Context: an optimization exercise on an open-source flow, tuned for small area, a short achievable clock period and few clock cycles. The choices shown serve that exercise and are no tape-out recipe. No run shown here included a check of the RTL's function; only the layout flow was run.

## flow/design.v (module list and top-level ports; edited modules follow where they fit)
// module goldschmidt_divider_q4_4: 693 lines
module goldschmidt_divider_q4_4 (
    input  wire       clk,
    input  wire       rst_n,
    input  wire       start,
    input  wire [7:0] numerator,
    input  wire [7:0] denominator,
    output wire [7:0] quotient,
    output reg        valid,
    output reg        error
);
  // ...
==> flow/flow/run.sh <==
#!/bin/bash
set -euo pipefail
bash standard.sh MATCH_CELL_FOOTPRINT=0 'BUFFER_PORTS_ARGS=-buffer_cell sky130_fd_sc_hd__buf_2' finish > standard.log 2>&1
==> flow/standard.sh <==
#!/bin/bash
# synth_recipe.tcl (not shown) runs the flow's synth.tcl, then flattens the netlist and writes it again
# the make line also repeats each setting of config.mk as NAME=value (left out here)
make -C /OpenROAD-flow-scripts/flow DESIGN_CONFIG=/design/flow/config.mk WORK_HOME=/design/flow/orfs CLKGATE_MAP_FILE= SYNTH_SCRIPT=/design/flow/synth_recipe.tcl "${@:-finish}"
==> flow/config.mk <==
export PLATFORM = sky130hd
export DESIGN_NAME = goldschmidt_divider_q4_4
export DESIGN_NICKNAME = goldschmidt_divider_q4_4
export VERILOG_FILES = /design/flow/design.v
export SDC_FILE = /design/flow/constraint.sdc
export NUM_CORES = 4
export LEC_CHECK = 0
export ABC_AREA = 1
export CAP_MARGIN = 20
export CORE_MARGIN = 2
export CORE_UTILIZATION = 40
export SETUP_SLACK_MARGIN = 1.5
export SLEW_MARGIN = 20
==> flow/constraint.sdc <==
create_clock -name core_clock -period 8.0 [get_ports {clk}]
set_input_delay 1.6000 -clock core_clock [delete_from_list [all_inputs] [get_ports {clk}]]
set_output_delay 1.6000 -clock core_clock [all_outputs]
set_load 0.01 [all_outputs]
==> results.cfg, run 1 <==
[run_status]
status = timing/DRC/antenna clean

[floorplan]
core-area_sq_um = 21760
die_w_microns = 152.9

[grt]
grt_pass1_vias = 8559
overflow = 0
grt_util_met2_pct = 34.98

[hold_path]
hold_path_depth = 0

[worst_setup_path]
end_kind = primary output
path_depth = 30
crit_start = cy
arrival_ns = 5.29
crit_type = reg2out
reg2reg_slack_ns = 2.02

[cells_and_area]
post-route-cell-area_sq_um = 10300
top_register = k3
sh_seq_area_pct = 16.72

[logic_synthesis]
synth_compound_area_share_pct = 19.65
synth-adder-area-share_pct = 16.43

[clock_network]
cts_made_buffers = 9
cts_resized = 46

[place]
dp.cells = 1569

[sta]
clock_skew_ns = 0.006715
drv_slew = 0
worst_slew_pin_slew_ns = 1.055
==> module goldschmidt_divider_q4_4, before the edit <==
module goldschmidt_divider_q4_4 (
    input  wire       clk,
    input  wire       rst_n,
    input  wire       start,
    input  wire [7:0] numerator,
    input  wire [7:0] denominator,
    output wire [7:0] quotient,
    output reg        valid,
    output reg        error
);
    reg busy;
    always @(posedge clk or negedge rst_n) begin
        if (!rst_n) begin
            busy  <= 1'b0;
            valid <= 1'b0;
        end else begin
            busy  <= start;
            valid <= busy;
        end
    end
    wire       sgn0 = numerator[7] ^ denominator[7];
    wire [7:0] nr0  = numerator[7]   ? -numerator   : numerator;
    wire [7:0] dr0  = denominator[7] ? -denominator : denominator;
    reg [2:0] p0, cls0;
    always @(*) begin
        casez (dr0)
            8'b1???????: begin p0 = 3'd7; cls0 = dr0[6:4]; end
            8'b01??????: begin p0 = 3'd6; cls0 = dr0[5:3]; end
            8'b001?????: begin p0 = 3'd5; cls0 = dr0[4:2]; end
            8'b0001????: begin p0 = 3'd4; cls0 = dr0[3:1]; end
            8'b00001???: begin p0 = 3'd3; cls0 = dr0[2:0]; end
            8'b000001??: begin p0 = 3'd2; cls0 = {dr0[1:0], 1'b0}; end
            8'b0000001?: begin p0 = 3'd1; cls0 = {dr0[0], 2'b0}; end
            default:     begin p0 = 3'd0; cls0 = 3'd0; end
        endcase
    end
    reg [4:0] bd0, bd1;
    reg [2:0] bd2;
    always @(*) begin
        case ({nr0[2:0], 1'b0})
            4'b0000:          bd0 = 5'b00000;
            4'b0010:          bd0 = 5'b00001;
            4'b0100:          bd0 = 5'b00010;
            4'b0110:          bd0 = 5'b00100;
            4'b1000:          bd0 = 5'b11000;
            4'b1010:          bd0 = 5'b10100;
            4'b1100:          bd0 = 5'b10010;
            default:          bd0 = 5'b10001;
        endcase
        case (nr0[5:2])
            4'b0000, 4'b1111: bd1 = 5'b00000;
            4'b0001, 4'b0010: bd1 = 5'b00001;
            4'b0011, 4'b0100: bd1 = 5'b00010;
            4'b0101, 4'b0110: bd1 = 5'b00100;
            4'b0111:          bd1 = 5'b01000;
            4'b1000:          bd1 = 5'b11000;
            4'b1001, 4'b1010: bd1 = 5'b10100;
            4'b1011, 4'b1100: bd1 = 5'b10010;
            default:          bd1 = 5'b10001;
        endcase
        bd2 = {1'b0, nr0[7] | (nr0[6] & nr0[5]), ~nr0[7] & (nr0[6] ^ nr0[5])};
    end
    wire [12:0] k1a0 = ({13{cls0 == 3'd0}} & 13'd7224) |
        ({13{cls0 == 3'd1}} & 13'd6783) |
        ({13{cls0 == 3'd2}} & 13'd6240) |
        ({13{cls0 == 3'd3}} & 13'd5840) |
        ({13{cls0 == 3'd4}} & 13'd5328) |
        ({13{cls0 == 3'd5}} & 13'd5004) |
        ({13{cls0 == 3'd6}} & 13'd4658) |
        ({13{cls0 == 3'd7}} & 13'd4369);
    wire [14:0] k3a0 = ({15{cls0 == 3'd0}} & 15'd21672) |
        ({15{cls0 == 3'd1}} & 15'd20349) |
        ({15{cls0 == 3'd2}} & 15'd18720) |
        ({15{cls0 == 3'd3}} & 15'd17520) |
        ({15{cls0 == 3'd4}} & 15'd15984) |
        ({15{cls0 == 3'd5}} & 15'd15012) |
        ({15{cls0 == 3'd6}} & 15'd13974) |
        ({15{cls0 == 3'd7}} & 15'd13107);
    wire [7:0] rom0;
    wire rom_n16, rom_n17, rom_n18, rom_n19, rom_n20, rom_n21, rom_n22,
    rom_n23, rom_n24, rom_n25, rom_n26, rom_n27, rom_n28, rom_n29, rom_n30,
    rom_n31, rom_n32, rom_n33, rom_n34, rom_n35, rom_n36, rom_n37, rom_n38,
    rom_n39, rom_n40, rom_n41, rom_n42, rom_n43, rom_n44, rom_n45, rom_n46,
    rom_n47, rom_n48, rom_n49, rom_n50, rom_n51, rom_n52, rom_n53, rom_n54,
    rom_n55, rom_n56, rom_n57, rom_n58, rom_n59, rom_n60, rom_n61, rom_n62,
    rom_n63, rom_n64, rom_n65, rom_n66, rom_n67, rom_n68, rom_n69, rom_n70,
    rom_n71, rom_n72, rom_n73, rom_n74, rom_n75, rom_n76, rom_n77, rom_n78,
    rom_n79, rom_n80, rom_n81, rom_n82, rom_n83, rom_n84, rom_n85, rom_n86,
    rom_n87, rom_n88, rom_n89, rom_n90, rom_n91, rom_n92, rom_n93, rom_n94,
    rom_n95, rom_n96, rom_n97, rom_n98, rom_n99, rom_n100, rom_n102,
    rom_n103, rom_n104, rom_n105, rom_n106, rom_n107, rom_n108, rom_n109,
    rom_n110, rom_n111, rom_n112, rom_n113, rom_n114, rom_n115, rom_n116,
    rom_n117, rom_n118, rom_n119, rom_n120, rom_n121, rom_n122, rom_n123,
    rom_n124, rom_n125, rom_n126, rom_n127, rom_n128, rom_n129, rom_n130,
    rom_n131, rom_n132, rom_n133, rom_n134, rom_n135, rom_n136, rom_n137,
    rom_n138, rom_n139, rom_n140, rom_n141, rom_n142, rom_n143, rom_n144,
    rom_n145, rom_n146, rom_n147, rom_n148, rom_n149, rom_n150, rom_n151,
    rom_n152, rom_n153, rom_n154, rom_n155, rom_n156, rom_n158, rom_n159,
    rom_n160, rom_n161, rom_n162, rom_n163, rom_n164, rom_n165, rom_n166,
    rom_n167, rom_n168, rom_n169, rom_n170, rom_n171, rom_n172, rom_n173,
    rom_n174, rom_n175, rom_n176, rom_n177, rom_n178, rom_n179, rom_n180,
    rom_n181, rom_n182, rom_n183, rom_n184, rom_n185, rom_n187, rom_n188,
    rom_n189, rom_n190, rom_n191, rom_n192, rom_n193, rom_n194, rom_n195,
    rom_n196, rom_n197, rom_n198, rom_n199, rom_n200, rom_n201, rom_n202,
    rom_n203, rom_n204, rom_n205, rom_n206, rom_n207, rom_n208, rom_n209,
    rom_n210, rom_n211, rom_n212, rom_n213, rom_n214, rom_n215, rom_n216,
    rom_n217, rom_n218, rom_n219, rom_n220, rom_n221, rom_n222, rom_n223,
    rom_n224, rom_n225, rom_n226, rom_n227, rom_n228, rom_n230, rom_n231,
    rom_n232, rom_n233, rom_n234, rom_n235, rom_n236, rom_n237, rom_n238,
    rom_n239, rom_n240, rom_n241, rom_n242, rom_n243, rom_n244, rom_n245,
    rom_n246, rom_n247, rom_n248, rom_n249, rom_n251, rom_n252, rom_n253,
    rom_n254, rom_n255, rom_n256, rom_n257, rom_n258, rom_n259, rom_n260,
    rom_n261, rom_n262, rom_n263, rom_n264, rom_n265, rom_n266, rom_n267,
    rom_n269, rom_n270, rom_n271, rom_n272, rom_n273, rom_n274, rom_n275,
    rom_n276, rom_n277, rom_n278, rom_n279, rom_n280, rom_n281, rom_n282,
    rom_n283, rom_n284, rom_n285, rom_n286, rom_n287, rom_n288, rom_n289,
    rom_n290, rom_n291, rom_n293, rom_n294, rom_n295, rom_n296, rom_n297,
    rom_n298, rom_n299, rom_n300, rom_n301, rom_n302, rom_n303, rom_n304,
    rom_n305, rom_n306, rom_n307, rom_n308, rom_n309, rom_n310, rom_n311,
    rom_n312, rom_n313, rom_n314;
    assign rom_n16 = nr0[1] & nr0[4];
    assign rom_n17 = ~nr0[6] & ~rom_n16;
    assign rom_n18 = nr0[6] & rom_n16;
    assign rom_n19 = nr0[5] & ~nr0[6];
    assign rom_n20 = ~nr0[5] & nr0[6];
    assign rom_n21 = ~rom_n19 & ~rom_n20;
    assign rom_n22 = ~rom_n18 & rom_n21;
    assign rom_n23 = ~rom_n17 & rom_n22;
    assign rom_n24 = nr0[2] & rom_n20;
    assign rom_n25 = ~nr0[1] & ~nr0[4];
    assign rom_n26 = nr0[5] & rom_n25;
    assign rom_n27 = ~rom_n24 & ~rom_n26;
    assign rom_n28 = ~rom_n23 & rom_n27;
    assign rom_n29 = nr0[3] & ~rom_n28;
    assign rom_n30 = ~nr0[2] & rom_n20;
    assign rom_n31 = nr0[1] & ~nr0[2];
    assign rom_n32 = rom_n19 & ~rom_n31;
    assign rom_n33 = ~rom_n30 & ~rom_n32;
    assign rom_n34 = nr0[3] & nr0[6];
    assign rom_n35 = ~rom_n16 & rom_n34;
    assign rom_n36 = rom_n16 & rom_n20;
    assign rom_n37 = ~rom_n35 & ~rom_n36;
    assign rom_n38 = ~rom_n16 & ~rom_n20;
    assign rom_n39 = rom_n37 & ~rom_n38;
    assign rom_n40 = ~rom_n33 & rom_n39;
    assign rom_n41 = nr0[1] & ~nr0[6];
    assign rom_n42 = ~nr0[3] & ~rom_n19;
    assign rom_n43 = ~rom_n16 & rom_n42;
    assign rom_n44 = rom_n41 & rom_n43;
    assign rom_n45 = ~nr0[3] & nr0[4];
    assign rom_n46 = nr0[5] & rom_n45;
    assign rom_n47 = ~nr0[1] & ~nr0[2];
    assign rom_n48 = nr0[5] & nr0[6];
    assign rom_n49 = rom_n47 & rom_n48;
    assign rom_n50 = ~rom_n46 & rom_n49;
    assign rom_n51 = nr0[1] & nr0[2];
    assign rom_n52 = ~nr0[3] & ~nr0[6];
    assign rom_n53 = nr0[4] & rom_n52;
    assign rom_n54 = ~rom_n51 & rom_n53;
    assign rom_n55 = rom_n46 & ~rom_n47;
    assign rom_n56 = ~rom_n54 & ~rom_n55;
    assign rom_n57 = ~rom_n50 & rom_n56;
    assign rom_n58 = ~rom_n44 & rom_n57;
    assign rom_n59 = ~rom_n40 & rom_n58;
    assign rom_n60 = ~rom_n29 & rom_n59;
    assign rom_n61 = ~nr0[0] & nr0[1];
    assign rom_n62 = ~nr0[0] & nr0[4];
    assign rom_n63 = ~rom_n19 & rom_n62;
    assign rom_n64 = ~rom_n61 & ~rom_n63;
    assign rom_n65 = ~rom_n18 & ~rom_n64;
    assign rom_n66 = nr0[1] & ~rom_n62;
    assign rom_n67 = ~rom_n20 & ~rom_n41;
    assign rom_n68 = ~rom_n66 & rom_n67;
    assign rom_n69 = nr0[0] & ~nr0[3];
    assign rom_n70 = ~rom_n21 & rom_n69;
    assign rom_n71 = nr0[3] & ~nr0[4];
    assign rom_n72 = rom_n20 & rom_n71;
    assign rom_n73 = ~nr0[0] & ~nr0[5];
    assign rom_n74 = nr0[3] & rom_n73;
    assign rom_n75 = ~rom_n72 & ~rom_n74;
    assign rom_n76 = ~rom_n70 & rom_n75;
    assign rom_n77 = ~rom_n68 & rom_n76;
    assign rom_n78 = nr0[2] & ~rom_n77;
    assign rom_n79 = rom_n19 & rom_n71;
    assign rom_n80 = nr0[0] & nr0[4];
    assign rom_n81 = ~rom_n19 & rom_n80;
    assign rom_n82 = ~nr0[1] & ~rom_n45;
    assign rom_n83 = ~rom_n81 & rom_n82;
    assign rom_n84 = ~rom_n79 & rom_n83;
    assign rom_n85 = rom_n78 & ~rom_n84;
    assign rom_n86 = ~rom_n65 & ~rom_n85;
    assign rom_n87 = nr0[0] & ~nr0[6];
    assign rom_n88 = ~rom_n86 & ~rom_n87;
    assign rom_n89 = ~rom_n60 & rom_n88;
    assign rom_n90 = ~nr0[6] & rom_n85;
    assign rom_n91 = nr0[0] & rom_n60;
    assign rom_n92 = ~rom_n90 & rom_n91;
    assign rom_n93 = ~rom_n89 & ~rom_n92;
    assign rom_n94 = nr0[2] & rom_n19;
    assign rom_n95 = ~rom_n20 & ~rom_n94;
    assign rom_n96 = ~rom_n34 & ~rom_n52;
    assign rom_n97 = ~nr0[2] & rom_n96;
    assign rom_n98 = rom_n95 & ~rom_n97;
    assign rom_n99 = ~nr0[0] & rom_n25;
    assign rom_n100 = ~rom_n98 & rom_n99;
    assign rom0[0] = ~rom_n93 | rom_n100;
    assign rom_n102 = ~rom_n16 & ~rom_n25;
    assign rom_n103 = nr0[5] & rom_n80;
    assign rom_n104 = ~nr0[6] & ~rom_n103;
    assign rom_n105 = rom_n102 & rom_n104;
    assign rom_n106 = ~rom_n85 & rom_n105;
    assign rom_n107 = ~rom_n20 & ~rom_n106;
    assign rom_n108 = ~rom_n93 & rom_n107;
    assign rom_n109 = nr0[4] & ~rom_n108;
    assign rom_n110 = rom_n19 & rom_n47;
    assign rom_n111 = nr0[2] & nr0[6];
    assign rom_n112 = ~rom_n20 & ~rom_n111;
    assign rom_n113 = nr0[1] & ~nr0[5];
    assign rom_n114 = ~rom_n112 & ~rom_n113;
    assign rom_n115 = ~rom_n110 & ~rom_n114;
    assign rom_n116 = rom_n69 & ~rom_n115;
    assign rom_n117 = ~nr0[2] & ~nr0[5];
    assign rom_n118 = nr0[0] & ~nr0[1];
    assign rom_n119 = ~rom_n61 & ~rom_n118;
    assign rom_n120 = rom_n117 & rom_n119;
    assign rom_n121 = rom_n34 & ~rom_n118;
    assign rom_n122 = rom_n112 & rom_n121;
    assign rom_n123 = ~rom_n120 & ~rom_n122;
    assign rom_n124 = ~nr0[3] & rom_n61;
    assign rom_n125 = rom_n20 & rom_n124;
    assign rom_n126 = rom_n51 & rom_n74;
    assign rom_n127 = ~rom_n125 & ~rom_n126;
    assign rom_n128 = rom_n123 & rom_n127;
    assign rom_n129 = ~nr0[3] & rom_n118;
    assign rom_n130 = ~rom_n61 & rom_n94;
    assign rom_n131 = ~rom_n129 & rom_n130;
    assign rom_n132 = ~nr0[0] & nr0[5];
    assign rom_n133 = rom_n31 & rom_n132;
    assign rom_n134 = nr0[2] & rom_n118;
    assign rom_n135 = rom_n21 & rom_n134;
    assign rom_n136 = ~rom_n133 & ~rom_n135;
    assign rom_n137 = ~rom_n131 & rom_n136;
    assign rom_n138 = rom_n128 & rom_n137;
    assign rom_n139 = ~rom_n116 & rom_n138;
    assign rom_n140 = rom_n109 & rom_n139;
    assign rom_n141 = ~nr0[1] & nr0[4];
    assign rom_n142 = nr0[4] & ~nr0[5];
    assign rom_n143 = ~rom_n45 & ~rom_n142;
    assign rom_n144 = rom_n141 & rom_n143;
    assign rom_n145 = rom_n87 & rom_n144;
    assign rom_n146 = rom_n37 & ~rom_n145;
    assign rom_n147 = rom_n16 & ~rom_n78;
    assign rom_n148 = ~rom_n146 & ~rom_n147;
    assign rom_n149 = ~nr0[0] & ~rom_n37;
    assign rom_n150 = ~nr0[2] & ~rom_n149;
    assign rom_n151 = ~rom_n148 & ~rom_n150;
    assign rom_n152 = ~nr0[3] & ~nr0[5];
    assign rom_n153 = ~rom_n151 & rom_n152;
    assign rom_n154 = ~rom_n108 & rom_n153;
    assign rom_n155 = ~rom_n109 & ~rom_n139;
    assign rom_n156 = ~rom_n154 & ~rom_n155;
    assign rom0[1] = ~rom_n140 & rom_n156;
    assign rom_n158 = ~nr0[3] & rom_n25;
    assign rom_n159 = rom_n132 & rom_n158;
    assign rom_n160 = nr0[3] & rom_n25;
    assign rom_n161 = rom_n21 & rom_n160;
    assign rom_n162 = rom_n20 & rom_n118;
    assign rom_n163 = ~rom_n161 & ~rom_n162;
    assign rom_n164 = ~rom_n159 & rom_n163;
    assign rom_n165 = ~rom_n145 & rom_n164;
    assign rom_n166 = ~nr0[2] & ~rom_n165;
    assign rom_n167 = rom_n17 & ~rom_n46;
    assign rom_n168 = ~rom_n96 & ~rom_n167;
    assign rom_n169 = ~nr0[5] & ~nr0[6];
    assign rom_n170 = rom_n158 & rom_n169;
    assign rom_n171 = ~rom_n168 & ~rom_n170;
    assign rom_n172 = rom_n98 & rom_n142;
    assign rom_n173 = rom_n171 & rom_n172;
    assign rom_n174 = ~rom_n85 & ~rom_n173;
    assign rom_n175 = ~rom_n166 & rom_n174;
    assign rom_n176 = ~rom_n51 & rom0[1];
    assign rom_n177 = ~nr0[2] & rom_n25;
    assign rom_n178 = ~rom_n24 & ~rom_n177;
    assign rom_n179 = rom_n43 & rom_n178;
    assign rom_n180 = ~rom_n176 & rom_n179;
    assign rom_n181 = rom_n175 & ~rom_n180;
    assign rom_n182 = rom_n19 & rom_n31;
    assign rom_n183 = ~rom_n155 & rom_n182;
    assign rom_n184 = rom_n30 & rom_n62;
    assign rom_n185 = ~rom_n183 & ~rom_n184;
    assign rom0[2] = ~rom_n181 | ~rom_n185;
    assign rom_n187 = rom_n20 & ~rom_n181;
    assign rom_n188 = rom_n45 & ~rom_n168;
    assign rom_n189 = ~nr0[2] & ~rom_n80;
    assign rom_n190 = rom_n119 & rom_n189;
    assign rom_n191 = nr0[2] & nr0[4];
    assign rom_n192 = ~nr0[5] & ~rom_n191;
    assign rom_n193 = ~rom_n190 & ~rom_n192;
    assign rom_n194 = ~nr0[3] & nr0[6];
    assign rom_n195 = ~nr0[4] & ~rom_n194;
    assign rom_n196 = ~rom_n160 & rom_n195;
    assign rom_n197 = rom_n193 & rom_n196;
    assign rom_n198 = ~rom_n188 & ~rom_n197;
    assign rom_n199 = nr0[6] & rom_n193;
    assign rom_n200 = nr0[3] & ~rom_n199;
    assign rom_n201 = nr0[5] & rom_n66;
    assign rom_n202 = rom_n104 & ~rom_n201;
    assign rom_n203 = ~rom_n85 & ~rom_n202;
    assign rom_n204 = ~nr0[1] & rom_n73;
    assign rom_n205 = ~nr0[0] & rom_n85;
    assign rom_n206 = ~rom_n204 & ~rom_n205;
    assign rom_n207 = ~rom_n203 & rom_n206;
    assign rom_n208 = rom_n200 & ~rom_n207;
    assign rom_n209 = ~rom_n198 & ~rom_n208;
    assign rom_n210 = nr0[4] & rom_n33;
    assign rom_n211 = nr0[3] & ~rom_n210;
    assign rom_n212 = ~rom_n197 & rom_n211;
    assign rom_n213 = ~rom_n166 & rom_n212;
    assign rom_n214 = ~rom_n209 & ~rom_n213;
    assign rom_n215 = ~rom_n187 & rom_n214;
    assign rom_n216 = rom_n30 & rom_n45;
    assign rom_n217 = ~nr0[0] & ~rom_n72;
    assign rom_n218 = ~rom_n216 & rom_n217;
    assign rom_n219 = ~rom_n215 & ~rom_n218;
    assign rom_n220 = rom_n42 & ~rom_n195;
    assign rom_n221 = rom0[0] & rom_n220;
    assign rom_n222 = ~nr0[0] & ~rom_n221;
    assign rom_n223 = rom_n215 & rom_n222;
    assign rom_n224 = ~rom_n219 & ~rom_n223;
    assign rom_n225 = rom_n16 & ~rom_n21;
    assign rom_n226 = nr0[0] & ~rom_n38;
    assign rom_n227 = ~rom_n225 & rom_n226;
    assign rom_n228 = ~rom_n214 & rom_n227;
    assign rom0[3] = rom_n224 | rom_n228;
    assign rom_n230 = nr0[2] & ~nr0[4];
    assign rom_n231 = ~rom_n151 & ~rom_n230;
    assign rom_n232 = nr0[0] & rom_n48;
    assign rom_n233 = ~nr0[6] & ~rom_n71;
    assign rom_n234 = ~rom_n141 & rom_n233;
    assign rom_n235 = ~rom_n232 & ~rom_n234;
    assign rom_n236 = ~rom_n131 & ~rom_n235;
    assign rom_n237 = ~rom_n224 & rom_n236;
    assign rom_n238 = ~rom_n166 & ~rom_n224;
    assign rom_n239 = ~rom_n52 & ~rom_n113;
    assign rom_n240 = rom_n102 & rom_n239;
    assign rom_n241 = rom_n171 & ~rom_n240;
    assign rom_n242 = ~rom_n238 & rom_n241;
    assign rom_n243 = ~rom_n237 & ~rom_n242;
    assign rom_n244 = ~rom_n231 & ~rom_n243;
    assign rom_n245 = ~nr0[2] & nr0[4];
    assign rom_n246 = ~rom_n146 & rom_n245;
    assign rom_n247 = ~rom0[1] & rom_n246;
    assign rom_n248 = rom_n231 & ~rom_n247;
    assign rom_n249 = rom_n243 & rom_n248;
    assign rom0[4] = rom_n244 | rom_n249;
    assign rom_n251 = rom_n169 & rom_n177;
    assign rom_n252 = ~rom_n111 & ~rom_n251;
    assign rom_n253 = ~nr0[0] & ~rom_n252;
    assign rom_n254 = rom_n52 & rom_n189;
    assign rom_n255 = ~nr0[5] & rom_n158;
    assign rom_n256 = ~rom_n144 & ~rom_n255;
    assign rom_n257 = ~rom_n254 & rom_n256;
    assign rom_n258 = ~rom_n253 & ~rom_n257;
    assign rom_n259 = nr0[5] & ~rom_n102;
    assign rom_n260 = ~rom_n80 & ~rom_n259;
    assign rom_n261 = rom0[1] & ~rom_n260;
    assign rom_n262 = ~rom_n192 & rom_n194;
    assign rom_n263 = ~rom_n261 & rom_n262;
    assign rom_n264 = ~rom_n173 & ~rom_n208;
    assign rom_n265 = ~rom_n263 & rom_n264;
    assign rom_n266 = nr0[4] & rom_n204;
    assign rom_n267 = ~rom_n265 & ~rom_n266;
    assign rom0[5] = rom_n258 | rom_n267;
    assign rom_n269 = nr0[0] & nr0[2];
    assign rom_n270 = ~nr0[0] & ~nr0[2];
    assign rom_n271 = rom_n20 & ~rom_n270;
    assign rom_n272 = ~rom_n269 & rom_n271;
    assign rom_n273 = rom_n16 & ~rom_n272;
    assign rom_n274 = ~rom_n237 & rom_n273;
    assign rom_n275 = ~nr0[1] & nr0[5];
    assign rom_n276 = ~rom_n191 & rom_n275;
    assign rom_n277 = ~rom_n93 & rom_n276;
    assign rom_n278 = rom_n21 & ~rom_n117;
    assign rom_n279 = ~rom_n69 & ~rom_n278;
    assign rom_n280 = rom_n69 & rom_n95;
    assign rom_n281 = rom_n25 & ~rom_n280;
    assign rom_n282 = ~rom_n279 & rom_n281;
    assign rom_n283 = ~rom_n277 & ~rom_n282;
    assign rom_n284 = ~rom_n274 & rom_n283;
    assign rom_n285 = ~rom_n200 & ~rom_n284;
    assign rom_n286 = nr0[1] & ~rom_n142;
    assign rom_n287 = nr0[6] & ~rom_n286;
    assign rom_n288 = ~rom_n20 & rom_n286;
    assign rom_n289 = ~rom_n287 & ~rom_n288;
    assign rom_n290 = ~rom_n265 & rom_n289;
    assign rom_n291 = ~rom_n106 & ~rom_n290;
    assign rom0[6] = rom_n285 | ~rom_n291;
    assign rom_n293 = ~nr0[1] & rom_n175;
    assign rom_n294 = nr0[0] & ~rom_n293;
    assign rom_n295 = rom_n175 & rom_n200;
    assign rom_n296 = ~rom_n294 & ~rom_n295;
    assign rom_n297 = ~rom_n277 & rom_n296;
    assign rom_n298 = rom_n106 & rom_n208;
    assign rom_n299 = ~nr0[1] & rom_n34;
    assign rom_n300 = rom_n143 & ~rom_n299;
    assign rom_n301 = nr0[2] & ~rom_n45;
    assign rom_n302 = ~rom_n300 & ~rom_n301;
    assign rom_n303 = ~rom_n72 & ~rom_n302;
    assign rom_n304 = ~rom_n298 & rom_n303;
    assign rom_n305 = ~rom_n297 & rom_n304;
    assign rom_n306 = nr0[1] & rom_n34;
    assign rom_n307 = ~rom_n141 & ~rom_n306;
    assign rom_n308 = rom0[2] & rom_n307;
    assign rom_n309 = ~nr0[0] & ~rom_n308;
    assign rom_n310 = ~rom_n305 & ~rom_n309;
    assign rom_n311 = rom_n47 & rom_n52;
    assign rom_n312 = rom_n300 & ~rom_n311;
    assign rom_n313 = ~rom_n208 & rom_n312;
    assign rom_n314 = rom_n309 & rom_n313;
    assign rom0[7] = rom_n310 | rom_n314;
    wire dz0   = (denominator == 8'd0);
    wire eq0   = (nr0 == dr0);
    wire d160  = (dr0 == 8'h10) & nr0[7];
    wire d1280 = (denominator == 8'h80);
    reg [7:0] spec0;
    always @(*) begin
        if (dz0)       spec0 = 8'h00;
        else if (eq0)  spec0 = 8'h10;
        else if (d160) spec0 = 8'h80;
        else           spec0 = rom0;
    end
    reg [4:0]  bdg0, bdg1;
    reg [2:0]  bdg2;
    reg [2:0]  pa, cls;
    reg [11:0] k1r;
    reg [14:0] k3;
    reg        sgna, dza, usespa;
    reg [7:0]  speca;
    always @(posedge clk) begin
        bdg0   <= bd0;
        bdg1   <= bd1;
        bdg2   <= bd2;
        pa     <= p0;
        cls    <= cls0;
        k1r    <= k1a0[11:0];
        k3     <= k3a0;
        sgna   <= sgn0;
        dza    <= dz0;
        usespa <= dz0 | eq0 | d160 | d1280;
        speca  <= spec0;
    end
    wire [12:0] k1 = {1'b1, k1r};
    wire       bs0 = bdg0[4], bs1 = bdg1[4];
    wire [4:1] bm0 = bdg0[3:0], bm1 = bdg1[3:0];
    wire [4:1] bm2 = {2'b00, bdg2[1:0]};
    wire m1_1;
    wire m1_2;
    wire m1_3;
    wire m1_4;
    wire m1_5;
    wire m1_6;
    wire m1_7;
    wire m1_8;
    wire m1_9;
    wire m1_10;
    wire m1_11;
    wire m1_12;
    wire m1_13;
    wire m1_14;
    wire m1_15;
    wire m1_16;
    wire m1_17;
    wire m1_18;
    wire m1_19;
    wire m1_20;
    wire m1_21;
    wire m1_22;
    wire m1_23;
    wire m1_24;
    wire m1_25;
    wire m1_26;
    wire m1_27;
    wire m1_28;
    wire m1_29;
    wire m1_30;
    wire m1_31;
    wire m1_32;
    wire m1_33;
    wire m1_34;
    assign m1_1 = bs1 ^ (bs0 ^ ((bm0[1] & k1[3]) | (bm0[2] & k1[2]) | (bm0[3] & k3[3]) | (bm0[4] & k1[1])));
    assign m1_2 = bs1 & (bs0 ^ ((bm0[1] & k1[3]) | (bm0[2] & k1[2]) | (bm0[3] & k3[3]) | (bm0[4] & k1[1])));
    assign m1_3 = (bs0 ^ ((bm0[1] & k1[4]) | (bm0[2] & k1[3]) | (bm0[3] & k3[4]) | (bm0[4] & k1[2]))) ^ (bs1 ^ ((bm1[1] & k1[1]) | (bm1[2] & k1[0]) | (bm1[3] & k3[1])));
    assign m1_4 = (bs0 ^ ((bm0[1] & k1[4]) | (bm0[2] & k1[3]) | (bm0[3] & k3[4]) | (bm0[4] & k1[2]))) & (bs1 ^ ((bm1[1] & k1[1]) | (bm1[2] & k1[0]) | (bm1[3] & k3[1])));
    assign m1_5 = (bs0 ^ ((bm0[1] & k1[5]) | (bm0[2] & k1[4]) | (bm0[3] & k3[5]) | (bm0[4] & k1[3]))) ^ (bs1 ^ ((bm1[1] & k1[2]) | (bm1[2] & k1[1]) | (bm1[3] & k3[2]) | (bm1[4] & k1[0])));
    assign m1_6 = (bs0 ^ ((bm0[1] & k1[5]) | (bm0[2] & k1[4]) | (bm0[3] & k3[5]) | (bm0[4] & k1[3]))) & (bs1 ^ ((bm1[1] & k1[2]) | (bm1[2] & k1[1]) | (bm1[3] & k3[2]) | (bm1[4] & k1[0])));
    assign m1_7 = (bs0 ^ ((bm0[1] & k1[6]) | (bm0[2] & k1[5]) | (bm0[3] & k3[6]) | (bm0[4] & k1[4]))) ^ (bs1 ^ ((bm1[1] & k1[3]) | (bm1[2] & k1[2]) | (bm1[3] & k3[3]) | (bm1[4] & k1[1]))) ^ ((bm2[1] & k1[0]));
    assign m1_8 = ((bs0 ^ ((bm0[1] & k1[6]) | (bm0[2] & k1[5]) | (bm0[3] & k3[6]) | (bm0[4] & k1[4]))) & (bs1 ^ ((bm1[1] & k1[3]) | (bm1[2] & k1[2]) | (bm1[3] & k3[3]) | (bm1[4] & k1[1])))) | ((bs0 ^ ((bm0[1] & k1[6]) | (bm0[2] & k1[5]) | (bm0[3] & k3[6]) | (bm0[4] & k1[4]))) & ((bm2[1] & k1[0]))) | ((bs1 ^ ((bm1[1] & k1[3]) | (bm1[2] & k1[2]) | (bm1[3] & k3[3]) | (bm1[4] & k1[1]))) & ((bm2[1] & k1[0])));
    assign m1_9 = (bs0 ^ ((bm0[1] & k1[7]) | (bm0[2] & k1[6]) | (bm0[3] & k3[7]) | (bm0[4] & k1[5]))) ^ (bs1 ^ ((bm1[1] & k1[4]) | (bm1[2] & k1[3]) | (bm1[3] & k3[4]) | (bm1[4] & k1[2]))) ^ ((bm2[1] & k1[1]) | (bm2[2] & k1[0]));
    assign m1_10 = ((bs0 ^ ((bm0[1] & k1[7]) | (bm0[2] & k1[6]) | (bm0[3] & k3[7]) | (bm0[4] & k1[5]))) & (bs1 ^ ((bm1[1] & k1[4]) | (bm1[2] & k1[3]) | (bm1[3] & k3[4]) | (bm1[4] & k1[2])))) | ((bs0 ^ ((bm0[1] & k1[7]) | (bm0[2] & k1[6]) | (bm0[3] & k3[7]) | (bm0[4] & k1[5]))) & ((bm2[1] & k1[1]) | (bm2[2] & k1[0]))) | ((bs1 ^ ((bm1[1] & k1[4]) | (bm1[2] & k1[3]) | (bm1[3] & k3[4]) | (bm1[4] & k1[2]))) & ((bm2[1] & k1[1]) | (bm2[2] & k1[0])));
    assign m1_11 = (bs0 ^ ((bm0[1] & k1[8]) | (bm0[2] & k1[7]) | (bm0[3] & k3[8]) | (bm0[4] & k1[6]))) ^ (bs1 ^ ((bm1[1] & k1[5]) | (bm1[2] & k1[4]) | (bm1[3] & k3[5]) | (bm1[4] & k1[3]))) ^ ((bm2[1] & k1[2]) | (bm2[2] & k1[1]));
    assign m1_12 = ((bs0 ^ ((bm0[1] & k1[8]) | (bm0[2] & k1[7]) | (bm0[3] & k3[8]) | (bm0[4] & k1[6]))) & (bs1 ^ ((bm1[1] & k1[5]) | (bm1[2] & k1[4]) | (bm1[3] & k3[5]) | (bm1[4] & k1[3])))) | ((bs0 ^ ((bm0[1] & k1[8]) | (bm0[2] & k1[7]) | (bm0[3] & k3[8]) | (bm0[4] & k1[6]))) & ((bm2[1] & k1[2]) | (bm2[2] & k1[1]))) | ((bs1 ^ ((bm1[1] & k1[5]) | (bm1[2] & k1[4]) | (bm1[3] & k3[5]) | (bm1[4] & k1[3]))) & ((bm2[1] & k1[2]) | (bm2[2] & k1[1])));
    assign m1_13 = (bs0 ^ ((bm0[1] & k1[9]) | (bm0[2] & k1[8]) | (bm0[3] & k3[9]) | (bm0[4] & k1[7]))) ^ (bs1 ^ ((bm1[1] & k1[6]) | (bm1[2] & k1[5]) | (bm1[3] & k3[6]) | (bm1[4] & k1[4]))) ^ ((bm2[1] & k1[3]) | (bm2[2] & k1[2]));
    assign m1_14 = ((bs0 ^ ((bm0[1] & k1[9]) | (bm0[2] & k1[8]) | (bm0[3] & k3[9]) | (bm0[4] & k1[7]))) & (bs1 ^ ((bm1[1] & k1[6]) | (bm1[2] & k1[5]) | (bm1[3] & k3[6]) | (bm1[4] & k1[4])))) | ((bs0 ^ ((bm0[1] & k1[9]) | (bm0[2] & k1[8]) | (bm0[3] & k3[9]) | (bm0[4] & k1[7]))) & ((bm2[1] & k1[3]) | (bm2[2] & k1[2]))) | ((bs1 ^ ((bm1[1] & k1[6]) | (bm1[2] & k1[5]) | (bm1[3] & k3[6]) | (bm1[4] & k1[4]))) & ((bm2[1] & k1[3]) | (bm2[2] & k1[2])));
    assign m1_15 = (bs0 ^ ((bm0[1] & k1[10]) | (bm0[2] & k1[9]) | (bm0[3] & k3[10]) | (bm0[4] & k1[8]))) ^ (bs1 ^ ((bm1[1] & k1[7]) | (bm1[2] & k1[6]) | (bm1[3] & k3[7]) | (bm1[4] & k1[5]))) ^ ((bm2[1] & k1[4]) | (bm2[2] & k1[3]));
    assign m1_16 = ((bs0 ^ ((bm0[1] & k1[10]) | (bm0[2] & k1[9]) | (bm0[3] & k3[10]) | (bm0[4] & k1[8]))) & (bs1 ^ ((bm1[1] & k1[7]) | (bm1[2] & k1[6]) | (bm1[3] & k3[7]) | (bm1[4] & k1[5])))) | ((bs0 ^ ((bm0[1] & k1[10]) | (bm0[2] & k1[9]) | (bm0[3] & k3[10]) | (bm0[4] & k1[8]))) & ((bm2[1] & k1[4]) | (bm2[2] & k1[3]))) | ((bs1 ^ ((bm1[1] & k1[7]) | (bm1[2] & k1[6]) | (bm1[3] & k3[7]) | (bm1[4] & k1[5]))) & ((bm2[1] & k1[4]) | (bm2[2] & k1[3])));
    assign m1_17 = (bs0 ^ ((bm0[1] & k1[11]) | (bm0[2] & k1[10]) | (bm0[3] & k3[11]) | (bm0[4] & k1[9]))) ^ (bs1 ^ ((bm1[1] & k1[8]) | (bm1[2] & k1[7]) | (bm1[3] & k3[8]) | (bm1[4] & k1[6]))) ^ ((bm2[1] & k1[5]) | (bm2[2] & k1[4]));
    assign m1_18 = ((bs0 ^ ((bm0[1] & k1[11]) | (bm0[2] & k1[10]) | (bm0[3] & k3[11]) | (bm0[4] & k1[9]))) & (bs1 ^ ((bm1[1] & k1[8]) | (bm1[2] & k1[7]) | (bm1[3] & k3[8]) | (bm1[4] & k1[6])))) | ((bs0 ^ ((bm0[1] & k1[11]) | (bm0[2] & k1[10]) | (bm0[3] & k3[11]) | (bm0[4] & k1[9]))) & ((bm2[1] & k1[5]) | (bm2[2] & k1[4]))) | ((bs1 ^ ((bm1[1] & k1[8]) | (bm1[2] & k1[7]) | (bm1[3] & k3[8]) | (bm1[4] & k1[6]))) & ((bm2[1] & k1[5]) | (bm2[2] & k1[4])));
    assign m1_19 = (bs0 ^ ((bm0[1] & k1[12]) | (bm0[2] & k1[11]) | (bm0[3] & k3[12]) | (bm0[4] & k1[10]))) ^ (bs1 ^ ((bm1[1] & k1[9]) | (bm1[2] & k1[8]) | (bm1[3] & k3[9]) | (bm1[4] & k1[7]))) ^ ((bm2[1] & k1[6]) | (bm2[2] & k1[5]));
    assign m1_20 = ((bs0 ^ ((bm0[1] & k1[12]) | (bm0[2] & k1[11]) | (bm0[3] & k3[12]) | (bm0[4] & k1[10]))) & (bs1 ^ ((bm1[1] & k1[9]) | (bm1[2] & k1[8]) | (bm1[3] & k3[9]) | (bm1[4] & k1[7])))) | ((bs0 ^ ((bm0[1] & k1[12]) | (bm0[2] & k1[11]) | (bm0[3] & k3[12]) | (bm0[4] & k1[10]))) & ((bm2[1] & k1[6]) | (bm2[2] & k1[5]))) | ((bs1 ^ ((bm1[1] & k1[9]) | (bm1[2] & k1[8]) | (bm1[3] & k3[9]) | (bm1[4] & k1[7]))) & ((bm2[1] & k1[6]) | (bm2[2] & k1[5])));
    assign m1_21 = (bs0 ^ ((bm0[2] & k1[12]) | (bm0[3] & k3[13]) | (bm0[4] & k1[11]))) ^ (bs1 ^ ((bm1[1] & k1[10]) | (bm1[2] & k1[9]) | (bm1[3] & k3[10]) | (bm1[4] & k1[8]))) ^ ((bm2[1] & k1[7]) | (bm2[2] & k1[6]));
    assign m1_22 = ((bs0 ^ ((bm0[2] & k1[12]) | (bm0[3] & k3[13]) | (bm0[4] & k1[11]))) & (bs1 ^ ((bm1[1] & k1[10]) | (bm1[2] & k1[9]) | (bm1[3] & k3[10]) | (bm1[4] & k1[8])))) | ((bs0 ^ ((bm0[2] & k1[12]) | (bm0[3] & k3[13]) | (bm0[4] & k1[11]))) & ((bm2[1] & k1[7]) | (bm2[2] & k1[6]))) | ((bs1 ^ ((bm1[1] & k1[10]) | (bm1[2] & k1[9]) | (bm1[3] & k3[10]) | (bm1[4] & k1[8]))) & ((bm2[1] & k1[7]) | (bm2[2] & k1[6])));
    assign m1_23 = (bs0 ^ ((bm0[3] & k3[14]) | (bm0[4] & k1[12]))) ^ (bs1 ^ ((bm1[1] & k1[11]) | (bm1[2] & k1[10]) | (bm1[3] & k3[11]) | (bm1[4] & k1[9]))) ^ ((bm2[1] & k1[8]) | (bm2[2] & k1[7]));
    assign m1_24 = ((bs0 ^ ((bm0[3] & k3[14]) | (bm0[4] & k1[12]))) & (bs1 ^ ((bm1[1] & k1[11]) | (bm1[2] & k1[10]) | (bm1[3] & k3[11]) | (bm1[4] & k1[9])))) | ((bs0 ^ ((bm0[3] & k3[14]) | (bm0[4] & k1[12]))) & ((bm2[1] & k1[8]) | (bm2[2] & k1[7]))) | ((bs1 ^ ((bm1[1] & k1[11]) | (bm1[2] & k1[10]) | (bm1[3] & k3[11]) | (bm1[4] & k1[9]))) & ((bm2[1] & k1[8]) | (bm2[2] & k1[7])));
    assign m1_25 = bs0 ^ (bs1 ^ ((bm1[1] & k1[12]) | (bm1[2] & k1[11]) | (bm1[3] & k3[12]) | (bm1[4] & k1[10]))) ^ ((bm2[1] & k1[9]) | (bm2[2] & k1[8]));
    assign m1_26 = (bs0 & (bs1 ^ ((bm1[1] & k1[12]) | (bm1[2] & k1[11]) | (bm1[3] & k3[12]) | (bm1[4] & k1[10])))) | (bs0 & ((bm2[1] & k1[9]) | (bm2[2] & k1[8]))) | ((bs1 ^ ((bm1[1] & k1[12]) | (bm1[2] & k1[11]) | (bm1[3] & k3[12]) | (bm1[4] & k1[10]))) & ((bm2[1] & k1[9]) | (bm2[2] & k1[8])));
    assign m1_27 = bs0 ^ (bs1 ^ ((bm1[2] & k1[12]) | (bm1[3] & k3[13]) | (bm1[4] & k1[11]))) ^ ((bm2[1] & k1[10]) | (bm2[2] & k1[9]));
    assign m1_28 = (bs0 & (bs1 ^ ((bm1[2] & k1[12]) | (bm1[3] & k3[13]) | (bm1[4] & k1[11])))) | (bs0 & ((bm2[1] & k1[10]) | (bm2[2] & k1[9]))) | ((bs1 ^ ((bm1[2] & k1[12]) | (bm1[3] & k3[13]) | (bm1[4] & k1[11]))) & ((bm2[1] & k1[10]) | (bm2[2] & k1[9])));
    assign m1_29 = bs0 ^ (bs1 ^ ((bm1[3] & k3[14]) | (bm1[4] & k1[12]))) ^ ((bm2[1] & k1[11]) | (bm2[2] & k1[10]));
    assign m1_30 = (bs0 & (bs1 ^ ((bm1[3] & k3[14]) | (bm1[4] & k1[12])))) | (bs0 & ((bm2[1] & k1[11]) | (bm2[2] & k1[10]))) | ((bs1 ^ ((bm1[3] & k3[14]) | (bm1[4] & k1[12]))) & ((bm2[1] & k1[11]) | (bm2[2] & k1[10])));
    assign m1_31 = ~bs0 ^ ~bs1 ^ ((bm2[1] & k1[12]) | (bm2[2] & k1[11]));
    assign m1_32 = (~bs0 & ~bs1) | (~bs0 & ((bm2[1] & k1[12]) | (bm2[2] & k1[11]))) | (~bs1 & ((bm2[1] & k1[12]) | (bm2[2] & k1[11])));
    assign m1_33 = 1'b1 ^ ((bm2[2] & k1[12]));
    assign m1_34 = 1'b1 & ((bm2[2] & k1[12]));
    wire [19:0] x_a = {m1_33, m1_31, m1_29, m1_27, m1_25, m1_23, m1_21, m1_19, m1_17, m1_15, m1_13, m1_11, m1_9, m1_7, m1_5, m1_3, m1_1, (bs0 ^ ((bm0[1] & k1[2]) | (bm0[2] & k1[1]) | (bm0[3] & k3[2]) | (bm0[4] & k1[0]))), (bs0 ^ ((bm0[1] & k1[1]) | (bm0[2] & k1[0]) | (bm0[3] & k3[1]))), bs0};
    wire [19:0] x_b = {m1_32, m1_30, m1_28, m1_26, m1_24, m1_22, m1_20, m1_18, m1_16, m1_14, m1_12, m1_10, m1_8, m1_6, m1_4, m1_2, (bs1 ^ ((bm1[1] & k1[0]) | (bm1[3] & k3[0]))), 1'b0, 1'b0, (bs0 ^ ((bm0[1] & k1[0]) | (bm0[3] & k3[0])))};
    wire [19:0] x  = x_a + x_b;
    wire [11:0] n2 = x[19:8];
    wire [1:0] s3 = ({2{cls == 3'd1}} & 2'd1) |
        ({2{cls == 3'd2}} & 2'd2) |
        ({2{cls == 3'd3}} & 2'd2) |
        ({2{cls == 3'd4}} & 2'd2) |
        ({2{cls == 3'd5}} & 2'd2) |
        ({2{cls == 3'd6}} & 2'd2) |
        ({2{cls == 3'd7}} & 2'd2);
    wire [1:0] es = ({2{cls == 3'd0}} & 2'd1) |
        ({2{cls == 3'd2}} & 2'd2) |
        ({2{cls == 3'd4}} & 2'd1);
    wire [2:0] e1 = ({3{cls == 3'd0}} & 3'd1) |
        ({3{cls == 3'd1}} & 3'd4) |
        ({3{cls == 3'd2}} & 3'd7) |
        ({3{cls == 3'd3}} & 3'd2) |
        ({3{cls == 3'd4}} & 3'd1) |
        ({3{cls == 3'd7}} & 3'd1);
    wire [2:0] e2 = ({3{cls == 3'd0}} & 3'd4) |
        ({3{cls == 3'd1}} & 3'd1) |
        ({3{cls == 3'd3}} & 3'd1) |
        ({3{cls == 3'd4}} & 3'd2) |
        ({3{cls == 3'd5}} & 3'd1) |
        ({3{cls == 3'd6}} & 3'd1);
    wire [19:0] c2 = ({20{cls == 3'd0}} & 20'd1040385) |
        ({20{cls == 3'd2}} & 20'd1015812) |
        ({20{cls == 3'd4}} & 20'd1040385);
    wire es_0 = es[0], es_1 = es[1];
    wire e1_0 = e1[0], e1_1 = e1[1], e1_2 = e1[2];
    wire e2_0 = e2[0], e2_1 = e2[1], e2_2 = e2[2];
    wire m2_1;
    wire m2_2;
    wire m2_3;
    wire m2_4;
    wire m2_5;
    wire m2_6;
    wire m2_7;
    wire m2_8;
    wire m2_9;
    wire m2_10;
    wire m2_11;
    wire m2_12;
    wire m2_13;
    wire m2_14;
    wire m2_15;
    wire m2_16;
    wire m2_17;
    wire m2_18;
    wire m2_19;
    wire m2_20;
    wire m2_21;
    wire m2_22;
    wire m2_23;
    wire m2_24;
    wire m2_25;
    wire m2_26;
    wire m2_27;
    wire m2_28;
    wire m2_29;
    wire m2_30;
    wire m2_31;
    wire m2_32;
    wire m2_33;
    wire m2_34;
    wire m2_35;
    wire m2_36;
    wire m2_37;
    wire m2_38;
    wire m2_39;
    wire m2_40;
    wire m2_41;
    wire m2_42;
    wire m2_43;
    wire m2_44;
    wire m2_45;
    wire m2_46;
    wire m2_47;
    wire m2_48;
    wire m2_49;
    wire m2_50;
    wire m2_51;
    wire m2_52;
    wire m2_53;
    wire m2_54;
    assign m2_1 = n2[0] ^ (es_0 ^ ((e1_0 & n2[8]) | (e2_0 & n2[7])));
    assign m2_2 = n2[0] & (es_0 ^ ((e1_0 & n2[8]) | (e2_0 & n2[7])));
    assign m2_3 = n2[1] ^ (es_0 ^ ((e1_0 & n2[9]) | (e2_0 & n2[8]))) ^ (es_1 ^ ((e1_1 & n2[7]) | (e2_1 & n2[6])));
    assign m2_4 = (n2[1] & (es_0 ^ ((e1_0 & n2[9]) | (e2_0 & n2[8])))) | (n2[1] & (es_1 ^ ((e1_1 & n2[7]) | (e2_1 & n2[6])))) | ((es_0 ^ ((e1_0 & n2[9]) | (e2_0 & n2[8]))) & (es_1 ^ ((e1_1 & n2[7]) | (e2_1 & n2[6]))));
    assign m2_5 = n2[2] ^ (es_0 ^ ((e1_0 & n2[10]) | (e2_0 & n2[9]))) ^ (es_1 ^ ((e1_1 & n2[8]) | (e2_1 & n2[7])));
    assign m2_6 = (n2[2] & (es_0 ^ ((e1_0 & n2[10]) | (e2_0 & n2[9])))) | (n2[2] & (es_1 ^ ((e1_1 & n2[8]) | (e2_1 & n2[7])))) | ((es_0 ^ ((e1_0 & n2[10]) | (e2_0 & n2[9]))) & (es_1 ^ ((e1_1 & n2[8]) | (e2_1 & n2[7]))));
    assign m2_7 = n2[3] ^ (es_0 ^ ((e1_0 & n2[11]) | (e2_0 & n2[10]))) ^ (es_1 ^ ((e1_1 & n2[9]) | (e2_1 & n2[8])));
    assign m2_8 = (n2[3] & (es_0 ^ ((e1_0 & n2[11]) | (e2_0 & n2[10])))) | (n2[3] & (es_1 ^ ((e1_1 & n2[9]) | (e2_1 & n2[8])))) | ((es_0 ^ ((e1_0 & n2[11]) | (e2_0 & n2[10]))) & (es_1 ^ ((e1_1 & n2[9]) | (e2_1 & n2[8]))));
    assign m2_9 = n2[4] ^ (es_0 ^ ((e2_0 & n2[11]))) ^ (es_1 ^ ((e1_1 & n2[10]) | (e2_1 & n2[9])));
    assign m2_10 = (n2[4] & (es_0 ^ ((e2_0 & n2[11])))) | (n2[4] & (es_1 ^ ((e1_1 & n2[10]) | (e2_1 & n2[9])))) | ((es_0 ^ ((e2_0 & n2[11]))) & (es_1 ^ ((e1_1 & n2[10]) | (e2_1 & n2[9]))));
    assign m2_11 = n2[5] ^ c2[13] ^ (es_1 ^ ((e1_1 & n2[11]) | (e2_1 & n2[10])));
    assign m2_12 = (n2[5] & c2[13]) | (n2[5] & (es_1 ^ ((e1_1 & n2[11]) | (e2_1 & n2[10])))) | (c2[13] & (es_1 ^ ((e1_1 & n2[11]) | (e2_1 & n2[10]))));
    assign m2_13 = n2[6] ^ c2[14] ^ (es_1 ^ ((e2_1 & n2[11])));
    assign m2_14 = (n2[6] & c2[14]) | (n2[6] & (es_1 ^ ((e2_1 & n2[11])))) | (c2[14] & (es_1 ^ ((e2_1 & n2[11]))));
    assign m2_15 = n2[7] ^ c2[15];
    assign m2_16 = n2[7] & c2[15];
    assign m2_17 = n2[8] ^ c2[16];
    assign m2_18 = n2[8] & c2[16];
    assign m2_19 = c2[2] ^ (es_0 ^ ((e1_0 & n2[2]) | (e2_0 & n2[1])));
    assign m2_20 = c2[2] & (es_0 ^ ((e1_0 & n2[2]) | (e2_0 & n2[1])));
    assign m2_21 = (es_0 ^ ((e1_0 & n2[3]) | (e2_0 & n2[2]))) ^ (es_1 ^ ((e1_1 & n2[1]) | (e2_1 & n2[0])));
    assign m2_22 = (es_0 ^ ((e1_0 & n2[3]) | (e2_0 & n2[2]))) & (es_1 ^ ((e1_1 & n2[1]) | (e2_1 & n2[0])));
    assign m2_23 = (es_0 ^ ((e1_0 & n2[4]) | (e2_0 & n2[3]))) ^ (es_1 ^ ((e1_1 & n2[2]) | (e2_1 & n2[1]))) ^ ((e1_2 & n2[0]));
    assign m2_24 = ((es_0 ^ ((e1_0 & n2[4]) | (e2_0 & n2[3]))) & (es_1 ^ ((e1_1 & n2[2]) | (e2_1 & n2[1])))) | ((es_0 ^ ((e1_0 & n2[4]) | (e2_0 & n2[3]))) & ((e1_2 & n2[0]))) | ((es_1 ^ ((e1_1 & n2[2]) | (e2_1 & n2[1]))) & ((e1_2 & n2[0])));
    assign m2_25 = (es_0 ^ ((e1_0 & n2[5]) | (e2_0 & n2[4]))) ^ (es_1 ^ ((e1_1 & n2[3]) | (e2_1 & n2[2]))) ^ ((e1_2 & n2[1]) | (e2_2 & n2[0]));
    assign m2_26 = ((es_0 ^ ((e1_0 & n2[5]) | (e2_0 & n2[4]))) & (es_1 ^ ((e1_1 & n2[3]) | (e2_1 & n2[2])))) | ((es_0 ^ ((e1_0 & n2[5]) | (e2_0 & n2[4]))) & ((e1_2 & n2[1]) | (e2_2 & n2[0]))) | ((es_1 ^ ((e1_1 & n2[3]) | (e2_1 & n2[2]))) & ((e1_2 & n2[1]) | (e2_2 & n2[0])));
    assign m2_27 = (es_0 ^ ((e1_0 & n2[6]) | (e2_0 & n2[5]))) ^ (es_1 ^ ((e1_1 & n2[4]) | (e2_1 & n2[3]))) ^ ((e1_2 & n2[2]) | (e2_2 & n2[1]));
    assign m2_28 = ((es_0 ^ ((e1_0 & n2[6]) | (e2_0 & n2[5]))) & (es_1 ^ ((e1_1 & n2[4]) | (e2_1 & n2[3])))) | ((es_0 ^ ((e1_0 & n2[6]) | (e2_0 & n2[5]))) & ((e1_2 & n2[2]) | (e2_2 & n2[1]))) | ((es_1 ^ ((e1_1 & n2[4]) | (e2_1 & n2[3]))) & ((e1_2 & n2[2]) | (e2_2 & n2[1])));
    assign m2_29 = (es_0 ^ ((e1_0 & n2[7]) | (e2_0 & n2[6]))) ^ (es_1 ^ ((e1_1 & n2[5]) | (e2_1 & n2[4]))) ^ ((e1_2 & n2[3]) | (e2_2 & n2[2]));
    assign m2_30 = ((es_0 ^ ((e1_0 & n2[7]) | (e2_0 & n2[6]))) & (es_1 ^ ((e1_1 & n2[5]) | (e2_1 & n2[4])))) | ((es_0 ^ ((e1_0 & n2[7]) | (e2_0 & n2[6]))) & ((e1_2 & n2[3]) | (e2_2 & n2[2]))) | ((es_1 ^ ((e1_1 & n2[5]) | (e2_1 & n2[4]))) & ((e1_2 & n2[3]) | (e2_2 & n2[2])));
    assign m2_31 = (es_1 ^ ((e1_1 & n2[6]) | (e2_1 & n2[5]))) ^ ((e1_2 & n2[4]) | (e2_2 & n2[3])) ^ m2_1;
    assign m2_32 = ((es_1 ^ ((e1_1 & n2[6]) | (e2_1 & n2[5]))) & ((e1_2 & n2[4]) | (e2_2 & n2[3]))) | ((es_1 ^ ((e1_1 & n2[6]) | (e2_1 & n2[5]))) & m2_1) | (((e1_2 & n2[4]) | (e2_2 & n2[3])) & m2_1);
    assign m2_33 = ((e1_2 & n2[5]) | (e2_2 & n2[4])) ^ m2_2 ^ m2_3;
    assign m2_34 = (((e1_2 & n2[5]) | (e2_2 & n2[4])) & m2_2) | (((e1_2 & n2[5]) | (e2_2 & n2[4])) & m2_3) | (m2_2 & m2_3);
    assign m2_35 = ((e1_2 & n2[6]) | (e2_2 & n2[5])) ^ m2_4 ^ m2_5;
    assign m2_36 = (((e1_2 & n2[6]) | (e2_2 & n2[5])) & m2_4) | (((e1_2 & n2[6]) | (e2_2 & n2[5])) & m2_5) | (m2_4 & m2_5);
    assign m2_37 = ((e1_2 & n2[7]) | (e2_2 & n2[6])) ^ m2_6 ^ m2_7;
    assign m2_38 = (((e1_2 & n2[7]) | (e2_2 & n2[6])) & m2_6) | (((e1_2 & n2[7]) | (e2_2 & n2[6])) & m2_7) | (m2_6 & m2_7);
    assign m2_39 = ((e1_2 & n2[8]) | (e2_2 & n2[7])) ^ m2_8 ^ m2_9;
    assign m2_40 = (((e1_2 & n2[8]) | (e2_2 & n2[7])) & m2_8) | (((e1_2 & n2[8]) | (e2_2 & n2[7])) & m2_9) | (m2_8 & m2_9);
    assign m2_41 = ((e1_2 & n2[9]) | (e2_2 & n2[8])) ^ m2_10 ^ m2_11;
    assign m2_42 = (((e1_2 & n2[9]) | (e2_2 & n2[8])) & m2_10) | (((e1_2 & n2[9]) | (e2_2 & n2[8])) & m2_11) | (m2_10 & m2_11);
    assign m2_43 = ((e1_2 & n2[10]) | (e2_2 & n2[9])) ^ m2_12 ^ m2_13;
    assign m2_44 = (((e1_2 & n2[10]) | (e2_2 & n2[9])) & m2_12) | (((e1_2 & n2[10]) | (e2_2 & n2[9])) & m2_13) | (m2_12 & m2_13);
    assign m2_45 = m2_15 ^ ((e1_2 & n2[11]) | (e2_2 & n2[10])) ^ m2_14;
    assign m2_46 = (m2_15 & ((e1_2 & n2[11]) | (e2_2 & n2[10]))) | (m2_15 & m2_14) | (((e1_2 & n2[11]) | (e2_2 & n2[10])) & m2_14);
    assign m2_47 = m2_16 ^ m2_17 ^ ((e2_2 & n2[11]));
    assign m2_48 = (m2_16 & m2_17) | (m2_16 & ((e2_2 & n2[11]))) | (m2_17 & ((e2_2 & n2[11])));
    assign m2_49 = n2[9] ^ c2[17] ^ m2_18;
    assign m2_50 = (n2[9] & c2[17]) | (n2[9] & m2_18) | (c2[17] & m2_18);
    assign m2_51 = n2[10] ^ c2[18];
    assign m2_52 = n2[10] & c2[18];
    assign m2_53 = n2[11] ^ c2[19];
    assign m2_54 = n2[11] & c2[19];
    wire [19:0] y_a = {m2_53, m2_51, m2_49, m2_47, m2_45, m2_43, m2_41, m2_39, m2_37, m2_35, m2_33, m2_31, m2_29, m2_27, m2_25, m2_23, m2_21, m2_19, (es_0 ^ ((e1_0 & n2[1]) | (e2_0 & n2[0]))), c2[0]};
    wire [19:0] y_b = {m2_52, m2_50, m2_48, m2_46, m2_44, m2_42, m2_40, m2_38, m2_36, m2_34, m2_32, m2_30, m2_28, m2_26, m2_24, m2_22, m2_20, (es_1 ^ ((e1_1 & n2[0]))), 1'b0, (es_0 ^ ((e1_0 & n2[0])))};
    wire [12:0] ylo = {1'b0, y_a[11:0]} + {1'b0, y_b[11:0]};
    reg [7:0]  yha, yhb;
    reg [3:0]  n3lo;
    reg        cy, sg;
    reg [2:0]  pb;
    reg [1:0]  sb;
    always @(posedge clk) begin
        {yha, n3lo} <= usespa ? {3'd0, speca, 1'b0} : {y_a[19:12], ylo[11:8]};
        yhb   <= usespa ? 8'd0 : y_b[19:12];
        cy    <= ~usespa & ylo[12];
        pb    <= usespa ? 3'd0 : pa;
        sb    <= usespa ? 2'd3 : s3;
        sg    <= sgna;
        error <= dza;
    end
    wire [8:0]  n3c = {yha, 1'b1} + {yhb, cy};    
    wire [11:0] n3  = {n3c[8:1], n3lo};
    wire [5:0]  n3s = (sb == 2'd0) ? n3[11:6] :
                      (sb == 2'd1) ? {1'b0, n3[11:7]} :
                      (sb == 2'd2) ? {2'b0, n3[11:8]} : 6'd0;
    wire [12:0] n4  = {1'b0, n3} + {7'd0, n3s};
    wire [6:0]  ph = 7'd1 << pb;
    wire [8:0]  t = ({9{ph[0]}} & n4[8:0])  | ({9{ph[1]}} & n4[9:1])  |
                    ({9{ph[2]}} & n4[10:2]) | ({9{ph[3]}} & n4[11:3]) |
                    ({9{ph[4]}} & n4[12:4]) | ({9{ph[5]}} & {1'b0, n4[12:5]}) |
                    ({9{ph[6]}} & {2'b0, n4[12:6]});
    assign quotient = (t[8:1] ^ {8{sg}}) + {7'd0, t[0] ^ sg};
endmodule
==> inputs of run 2 (changes only) <==
--- a/flow/design.v
+++ b/flow/design.v
@@ -663,31 +663,31 @@
     assign m2_54 = n2[11] & c2[19];
     wire [19:0] y_a = {m2_53, m2_51, m2_49, m2_47, m2_45, m2_43, m2_41, m2_39, m2_37, m2_35, m2_33, m2_31, m2_29, m2_27, m2_25, m2_23, m2_21, m2_19, (es_0 ^ ((e1_0 & n2[1]) | (e2_0 & n2[0]))), c2[0]};
     wire [19:0] y_b = {m2_52, m2_50, m2_48, m2_46, m2_44, m2_42, m2_40, m2_38, m2_36, m2_34, m2_32, m2_30, m2_28, m2_26, m2_24, m2_22, m2_20, (es_1 ^ ((e1_1 & n2[0]))), 1'b0, (es_0 ^ ((e1_0 & n2[0])))};
-    wire [12:0] ylo = {1'b0, y_a[11:0]} + {1'b0, y_b[11:0]};
-    reg [7:0]  yha, yhb;
-    reg [3:0]  n3lo;
+    wire [14:0] ylo = {1'b0, y_a[13:0]} + {1'b0, y_b[13:0]};
+    reg [5:0]  yha, yhb;
+    reg [5:0]  n3lo;
     reg        cy, sg;
     reg [2:0]  pb;
     reg [1:0]  sb;
     always @(posedge clk) begin
-        {yha, n3lo} <= usespa ? {3'd0, speca, 1'b0} : {y_a[19:12], ylo[11:8]};
-        yhb   <= usespa ? 8'd0 : y_b[19:12];
-        cy    <= ~usespa & ylo[12];
+        {yha, n3lo} <= usespa ? {3'd0, speca, 1'b0} : {y_a[19:14], ylo[13:8]};
+        yhb   <= usespa ? 6'd0 : y_b[19:14];
+        cy    <= ~usespa & ylo[14];
         pb    <= usespa ? 3'd0 : pa;
         sb    <= usespa ? 2'd3 : s3;
         sg    <= sgna;
         error <= dza;
     end
-    wire [8:0]  n3c = {yha, 1'b1} + {yhb, cy};    
-    wire [11:0] n3  = {n3c[8:1], n3lo};
+    wire [6:0]  n3c = {yha, 1'b1} + {yhb, cy};    
+    wire [11:0] n3  = {n3c[6:1], n3lo};
     wire [5:0]  n3s = (sb == 2'd0) ? n3[11:6] :
                       (sb == 2'd1) ? {1'b0, n3[11:7]} :
                       (sb == 2'd2) ? {2'b0, n3[11:8]} : 6'd0;
-    wire [12:0] n4  = {1'b0, n3} + {7'd0, n3s};
     wire [6:0]  ph = 7'd1 << pb;
-    wire [8:0]  t = ({9{ph[0]}} & n4[8:0])  | ({9{ph[1]}} & n4[9:1])  |
-                    ({9{ph[2]}} & n4[10:2]) | ({9{ph[3]}} & n4[11:3]) |
-                    ({9{ph[4]}} & n4[12:4]) | ({9{ph[5]}} & {1'b0, n4[12:5]}) |
-                    ({9{ph[6]}} & {2'b0, n4[12:6]});
-    assign quotient = (t[8:1] ^ {8{sg}}) + {7'd0, t[0] ^ sg};
+    wire [14:0] v = ({3'd0, n3} ^ {15{sg}}) + ({9'd0, n3s} ^ {15{sg}}) +
+                    {8'd0, ph} + {14'd0, sg};
+    assign quotient = ({8{ph[0]}} & v[8:1])  | ({8{ph[1]}} & v[9:2])  |
+                      ({8{ph[2]}} & v[10:3]) | ({8{ph[3]}} & v[11:4]) |
+                      ({8{ph[4]}} & v[12:5]) | ({8{ph[5]}} & v[13:6]) |
+                      ({8{ph[6]}} & v[14:7]);
 endmodule
==> results.cfg, run 2 <==
[run_status]
status = timing/DRC/antenna clean

[place]
place.gp.congestion = 0.9571
hpwl_microns = 20040
dp.cells = 1689
io_buffer_count = 28
dpl_worst_slack_ns = 1.239
postPlaceCellArea_sq_um = 9797

[routing]
top_layer = met5
dr_wl_met2_microns = 12240
drc = 0
viasPerCell = 5.315
wl_met3_microns = 1207
m1WireLength_microns = 11520
drt_wl_total_microns = 25420
routedWlPerCell_microns = 14.70
dr.pass1.iters = 6
vias = 9190
drtIter0Drc = 677
ant_nets = 0

[clock_network]
path_clk_slew_ns = 0.06
cts_buffer_depth = 2
insertion_delay_ns = 0.35
cts_made_buffers = 9
cts_tree = done
htreeDepth = 3
cts_sinks = 83
holdBufCountCts = 0
clock_tree.root_cell = clkbuf_16

[floorplan]
start_util_pct = 40.47
dieArea_sq_um = 24780
core-area_sq_um = 23260
die_w_microns = 157.4
rows = 56
die_height_microns = 157.4
io_pins = 29

[cells_and_area]
top_register = k3
drive_gt1_share_pct = 13.33
final_nets = 1542
layout_commonest_cell = nand2_1
largest_reg_flops = 15
area_delta_synth_final_pct = 11.52
num_antenna_cells = 0
final_cell_mix = nand2_1 (282), inv_1 (203), nor2_1 (103)
post-route-cell-area_sq_um = 10500
final_cells = 1729
top_regs = k3: 15 flops, k1r: 11 flops, speca: 8 flops

[worst_setup_path]
slowest_delay_ns = 0.48
arrival_ns = 4.97
reg2reg_from = bdg0[0]
crit_type = reg2out
crit_start = yha[0]
end_kind = primary output
worstSetupStartpointType = flip-flop
slowest_stage = fa_1
reg2reg_slack_ns = 1.92
worstPathRequired_ns = 6.40
crit_fanout = 5
crit_top_cell = a21oi_2

[sta]
fin_tns_setup_ns = 0
relSlewSlack_pct = 33.98
setup_viol = 0
fin_crit_ns = 6.574
drv_slew = 0
finalWorstSetupSlack_ns = 1.426
final_hold_viol_count = 0
rsz0062_at_grt = yes
post-route-period-util_pct = 82.17
timing.fmax_mhz = 152.1
clock_skew_ns = 0.009906
worst_slew_pin_slew_ns = 0.9867

[logic_synthesis]
ys.flop_type = dfxtp_1
synth_fp_nets = 1510
post_synth.cell_area_avg_sq_um = 6.857
synth.most_common_cell = nand2_1
synth_commonest_cells = nand2_1 (290), inv_1 (208), nor2_1 (105)
synth_area_leader_cell = dfxtp_1
synth_cell_type_count = 55
synthArstFlopShare_pct = 2.410
netlist.area_leader.share_pct = 17.22
yosysSeqAreaShare_pct = 17.75
synth_seq_cells = 83
synth_edf_count = 0
syn-instance-count = 1373
netlist_area_sq_um = 9415
yosysWarnings = 1
yosys-top-cells-area = dfxtp_1 (17%), nand2_1 (12%), ha_1 (10%)

[grt]
grt_pass1_wl_microns = 42480
grt_pass1_vias = 8719
overflow = 0
antenna_found_initial = 1
grt.total_usage_pct = 21.01
grt_max_degree = 25

[hold_path]
min_from = dza
hold_class = reg2reg

[flow_run]
drv_cap = 0
## run 2: final timing paths
check                                   end  cells past startpoint
min in group asynchronous              busy                      1
worst max-delay path            quotient[4]                     28
worst max register to register      n3lo[5]                     32
worst min-delay path                  error                      0
worst min register to register        error                      0
max in group asynchronous             valid                      1
## run 2: per-layer routing
layer | track usage, % | up-vias
met4 | 6.104 | 2
li1 | - | 4610
met1 | 27.27 | 4266
met5 | 0 | -
met2 | 36.64 | 275
met3 | 2.395 | 37
## run 2: cells by family (layout without fill, tap and decap cells)
group,count (synthesis),after routing,synth area share (%)
flops,83,83,17.75
simple gates,534,534,24.93
compound gates,284,284,18.80
buf+inv,266,303,11.46
fa+ha+maj,118,118,18.87
xor+xnor,88,88,8.186
## run 2: cell type report
| cell class | instances | area [sq um] |
|---|---|---|
| Sequential cell | 83 | 1679 |
| Tap cell | 319 | 399.1 |
| Timing Repair Buffer | 58 | 365.4 |
| Fill cell | 2474 | 12760 |
| Clock buffer | 10 | 229.0 |
| Multi-Input combinational cell | 1024 | 6888 |
| Inverter | 229 | 889.6 |
| Clock inverter | 6 | 50.05 |
## run 2: per-stage QoR
step / util, % / hold slack, ns
4_1_cts: 43.98 / 0.3270
3_5_place_dp: 42.11 / 0.3121
5_1_grt: 45.14 / 0.3299
3_3_place_gp: 42.09 / 0.3132
2_1_floorplan: - / 0.3096
6_report: 45.14 / 0.3270
## run 2: worst max-delay path, delay by kind of cell (launching register included)
kind | cells | cell delay (ns)
buffers and inverters | 4 | 0.42
xor gates and xnor gates | 3 | 0.82
DFF | 1 | 0.33
and+or+nand+nor | 5 | 0.43
adders and majority gates | 3 | 1.19
AOI/OAI and AO/OA | 13 | 1.44
## run 2: repair_timing
action | 4_1_cts | 5_1_grt
setup buffers | 6 | 18
endpoints found under the setup margin | 12 | 14
pin swaps | 20 | 26
gates resized for setup | 28 | 36

## separate check: timing with driven ports
The flow's constraints put no driver on any port. The routed layouts listed below were extracted and timed again, unchanged, in two steps.
Step 1 assumes that a clkbuf_16 drives the clock port and a buf_2 every other input.
Step 2 adds t to the input delays and takes it off the output delays; t is the mean of the earliest and latest rising clock arrival at the registers after step 1. Input paths then give back, and output paths get back, about the clock's delay inside the block.
Slacks: ideal ports / drivers / drivers and shift; pairs: ideal ports / drivers.
run | shift t [ns] | slack for setup (ns) | slew at the worst register clock pin (ns) | worst slew at a driven data input, ns
run 1 | 0.386 | 1.111 / 1.069 / 1.455 | 0.06 / 0.06 | 0.03
run 2 | 0.383 | 1.426 / 1.385 / 1.767 | 0.07 / 0.07 | 0.05
After both steps every run listed still meets setup and hold.
